Source: an optimization exercise on an open RTL-to-GDS flow (aim: small area and a short achievable clock period). Production flows keep margins and buffers that such runs may drop.
The RTL was checked by simulation tests, not by an equivalence proof against the original design.
No driver is modelled on the clock port, so clocking that relies on it looks cheaper here than on a real chip.
Power is estimated from default activity; no workload was simulated.

==> 12-11 <==
// alu_top
module alu_top(
    input             clk,
    input      [31:0] a,
    input      [31:0] b,
    input      [3:0]  aluc,
    output reg [31:0] r,
    output reg        zero,
    output reg        carry,
    output reg        negative,
    output reg        overflow
    );
==> flow/config.mk <==
export PLATFORM = sky130hd
export DESIGN_NAME = alu_top
export DESIGN_NICKNAME = alu_top
export VERILOG_FILES = /design/flow/design.v
export SDC_FILE = /design/flow/constraint.sdc
export NUM_CORES = 4
export LEC_CHECK = 0
export ABC_AREA = 1
export CAP_MARGIN = 20
export CORE_MARGIN = 2
export CORE_UTILIZATION = 40
export SETUP_SLACK_MARGIN = 3.4
export SLEW_MARGIN = 20
==> flow/constraint.sdc <==
create_clock -name core_clock -period 6.0 [get_ports {clk}]
set_input_delay 1.2000 -clock core_clock [delete_from_list [all_inputs] [get_ports {clk}]]
set_output_delay 1.2000 -clock core_clock [all_outputs]
set_load 0.01 [all_outputs]
standard.sh (not shown) runs the stock make flow with config.mk's settings and CLKGATE_MAP_FILE= SYNTH_SCRIPT=/design/flow/synth_recipe.tcl, a recipe that flattens the netlist after the stock synthesis.
==> flow/flow/run.sh <==
#!/bin/bash
# Layout flow: the standard synthesis, then the combinational logic is
# mapped again onto the standard cells with a delay-oriented ABC script (the
# registers, their names and cell types are kept as the standard synthesis
# made them), then the standard layout from floorplan to finish with
# buf_1 port buffers. After clock tree synthesis flow/skew.tcl delays the
# clock of the result registers (useful skew for the paths into them).
# Each tool's output goes to a log file of its own in this folder.
set -euo pipefail
here=$(pwd)
res=$here/orfs/results/${FLOW_PLATFORM}/alu_top/base
lib=$FLOW_HOME/platforms/${FLOW_PLATFORM}/lib/sky130_fd_sc_hd__tt_025C_1v80.lib
yosys_bin=$FLOW_HOME/../tools/install/yosys/bin/yosys
[[ -x $yosys_bin ]] || yosys_bin=yosys

# 1. standard synthesis
bash standard.sh synth > "$here/flow_synth.log" 2>&1

# 2. map the combinational logic again
cp "$res/1_2_yosys.v" "$here/standard_synth.v"
dont_use=""
for c in $(sed -n '/^export DONT_USE_CELLS/,/^#/p' "$FLOW_HOME/platforms/${FLOW_PLATFORM}/config.mk" | grep -o 'sky130_fd_sc_hd__[A-Za-z0-9_]*'); do
  dont_use="$dont_use -dont_use $c"
done
cat > "$here/remap.ys" <<EOS
read_liberty -ignore_miss_func $lib
read_verilog $here/standard_synth.v
hierarchy -top $FLOW_TOP
setattr -mod -set keep_hierarchy 1 sky130_fd_sc_hd__dfxtp_1
flatten
opt_clean -purge
abc -script $here/flow/remap.abc -liberty $lib $dont_use
opt_clean -purge
hilomap -singleton -hicell sky130_fd_sc_hd__conb_1 HI -locell sky130_fd_sc_hd__conb_1 LO
splitnets
opt_clean -purge
select $FLOW_TOP
tee -o $here/remap_stat.txt stat -liberty $lib
write_verilog -noattr -nohex -nodec -selected $here/remap.v
EOS
"$yosys_bin" -s "$here/remap.ys" > "$here/remap.log" 2>&1
cp "$here/remap.v" "$res/1_2_yosys.v"
rm -f "$res/1_synth.odb" "$res/1_synth.sdc"

# 3. standard layout on the new netlist
# Up to clock tree synthesis the repair aims at a slack margin of 2.4 ns
# (the skew added after it gives the result registers more); global routing's
# repair then aims at 3.4 ns with the skew in place.
bash standard.sh "BUFFER_PORTS_ARGS=-buffer_cell sky130_fd_sc_hd__buf_1" "POST_CTS_TCL=$here/flow/skew.tcl" "SETUP_SLACK_MARGIN=2.4" cts > "$here/flow_cts.log" 2>&1
bash standard.sh "BUFFER_PORTS_ARGS=-buffer_cell sky130_fd_sc_hd__buf_1" "POST_CTS_TCL=$here/flow/skew.tcl" "SETUP_SLACK_MARGIN=3.4" finish > "$here/flow_finish.log" 2>&1
==> flow/flow/remap.abc <==
strash
 dch -f
 map
 strash
 dch -f
 map
 topo
 stime -c
 buffer -c
 upsize -c
 dnsize -c
==> flow/flow/skew.tcl <==
# Delay the clock of the result registers (the alu's outputs) behind a delay
# cell and a clock buffer per clock-tree leaf net, giving the paths from the
# operand registers to them more time. Runs as ORFS's POST_CTS_TCL hook.
set skew_cells [expr {[info exists ::env(SKEW_CELLS)] ? $::env(SKEW_CELLS) : "sky130_fd_sc_hd__clkdlybuf4s25_1 sky130_fd_sc_hd__clkbuf_8"}]
set block [ord::get_db_block]
set groups [dict create]
foreach inst [$block getInsts] {
  set name [$inst getName]
  if {[regexp {^(r\\?\[[0-9]+\\?\]|zero|carry|negative|overflow)\$_DFF_P_$} $name]} {
    set net [[$inst findITerm CLK] getNet]
    dict lappend groups [$net getName] $inst
  }
}
set k 0
dict for {netname insts} $groups {
  set net [$block findNet $netname]
  set sx 0; set sy 0; set n 0
  foreach inst $insts {
    set loc [$inst getLocation]
    set sx [expr {$sx + [lindex $loc 0]}]
    set sy [expr {$sy + [lindex $loc 1]}]
    incr n
  }
  set in_net $net
  set j 0
  foreach cell $skew_cells {
    set master [[ord::get_db] findMaster $cell]
    set buf [odb::dbInst_create $block $master skewbuf_${k}_$j]
    set nnet [odb::dbNet_create $block skewnet_${k}_$j]
    $nnet setSigType CLOCK
    [$buf findITerm A] connect $in_net
    [$buf findITerm X] connect $nnet
    $buf setLocation [expr {$sx / $n}] [expr {$sy / $n}]
    $buf setPlacementStatus PLACED
    set in_net $nnet
    incr j
  }
  foreach inst $insts {
    set it [$inst findITerm CLK]
    $it disconnect
    $it connect $in_net
  }
  puts "skew: $n registers on $netname behind $j cells"
  incr k
}
global_connect
detailed_placement
check_placement
==> inputs of 10-14, as changes to 12-11 <==
--- a/flow/flow/run.sh
+++ b/flow/flow/run.sh
@@ -5,4 +5,3 @@
 # made them), then the standard layout from floorplan to finish with
-# buf_1 port buffers. After clock tree synthesis flow/skew.tcl delays the
-# clock of the result registers (useful skew for the paths into them).
+# buf_1 port buffers.
 # Each tool's output goes to a log file of its own in this folder.
@@ -45,6 +44,2 @@
 # 3. standard layout on the new netlist
-# Up to clock tree synthesis the repair aims at a slack margin of 2.4 ns
-# (the skew added after it gives the result registers more); global routing's
-# repair then aims at 3.4 ns with the skew in place.
-bash standard.sh "BUFFER_PORTS_ARGS=-buffer_cell sky130_fd_sc_hd__buf_1" "POST_CTS_TCL=$here/flow/skew.tcl" "SETUP_SLACK_MARGIN=2.4" cts > "$here/flow_cts.log" 2>&1
-bash standard.sh "BUFFER_PORTS_ARGS=-buffer_cell sky130_fd_sc_hd__buf_1" "POST_CTS_TCL=$here/flow/skew.tcl" "SETUP_SLACK_MARGIN=3.4" finish > "$here/flow_finish.log" 2>&1
+bash standard.sh "BUFFER_PORTS_ARGS=-buffer_cell sky130_fd_sc_hd__buf_1" finish > "$here/flow_finish.log" 2>&1
==> flow/flow/remap.abc (replaced) <==
strash
 dch -f
 amap
 topo
 stime -c
 buffer -c
 upsize -c
 dnsize -c
SETUP_SLACK_MARGIN = 2.5   (was 3.4)
removed: flow/flow/skew.tcl
==> summary of the runs <==
- Total power: 10-14 is lower than 12-11 (13%).
- In 12-11 the clock skew is higher than in 10-14, by 470 ps.
- Of 10-14 and 12-11, 12-11 has the higher register-to-register slack (gap 1600 ps).
- In sequential power, 12-11 and 10-14 hardly differ.
- Against 10-14, the maximum frequency of 12-11 is higher by 58%.
- Between 10-14 and 12-11, the lower sequential share of layout area is in 12-11 (gap 4.2 points).

[re-timing with driven ports]
The results above use ideal ports. As a check the final layouts listed here were re-extracted and re-timed, cells and wires unchanged.
Step 1 (the two cells are an assumption about what drives the block):
set clk [get_ports {clk}]
set_driving_cell -lib_cell sky130_fd_sc_hd__clkbuf_16 $clk
set_driving_cell -lib_cell sky130_fd_sc_hd__buf_2 [delete_from_list [all_inputs] $clk]
Step 2, shift: input delay + t, output delay - t, t = (earliest + latest rising clock arrival at the registers) / 2. This alone moves slack from input paths to output paths.
Slacks: no drivers / after step 1 / after step 2; pairs: no drivers / after step 1.
run | shift t [ns] | setup slack, ns | hold WS [ns] | clock arrival spread, ns | worst data-port slew with drivers (ns) | cell pins on the clock port's net
12-11 | 0.632 | 3.182 / 3.182 / 3.182 | 0.202 / 0.202 / 0.202 | 0.479 / 0.478 | 0.05 | 1
10-14 | 0.403 | 1.542 / 1.542 / 1.542 | 0.702 / 0.702 / 0.702 | 0.011 / 0.012 | 0.04 | 1
Clock arrivals are far apart in 12-11, so t is only a midpoint there and step 2 fits no single register.
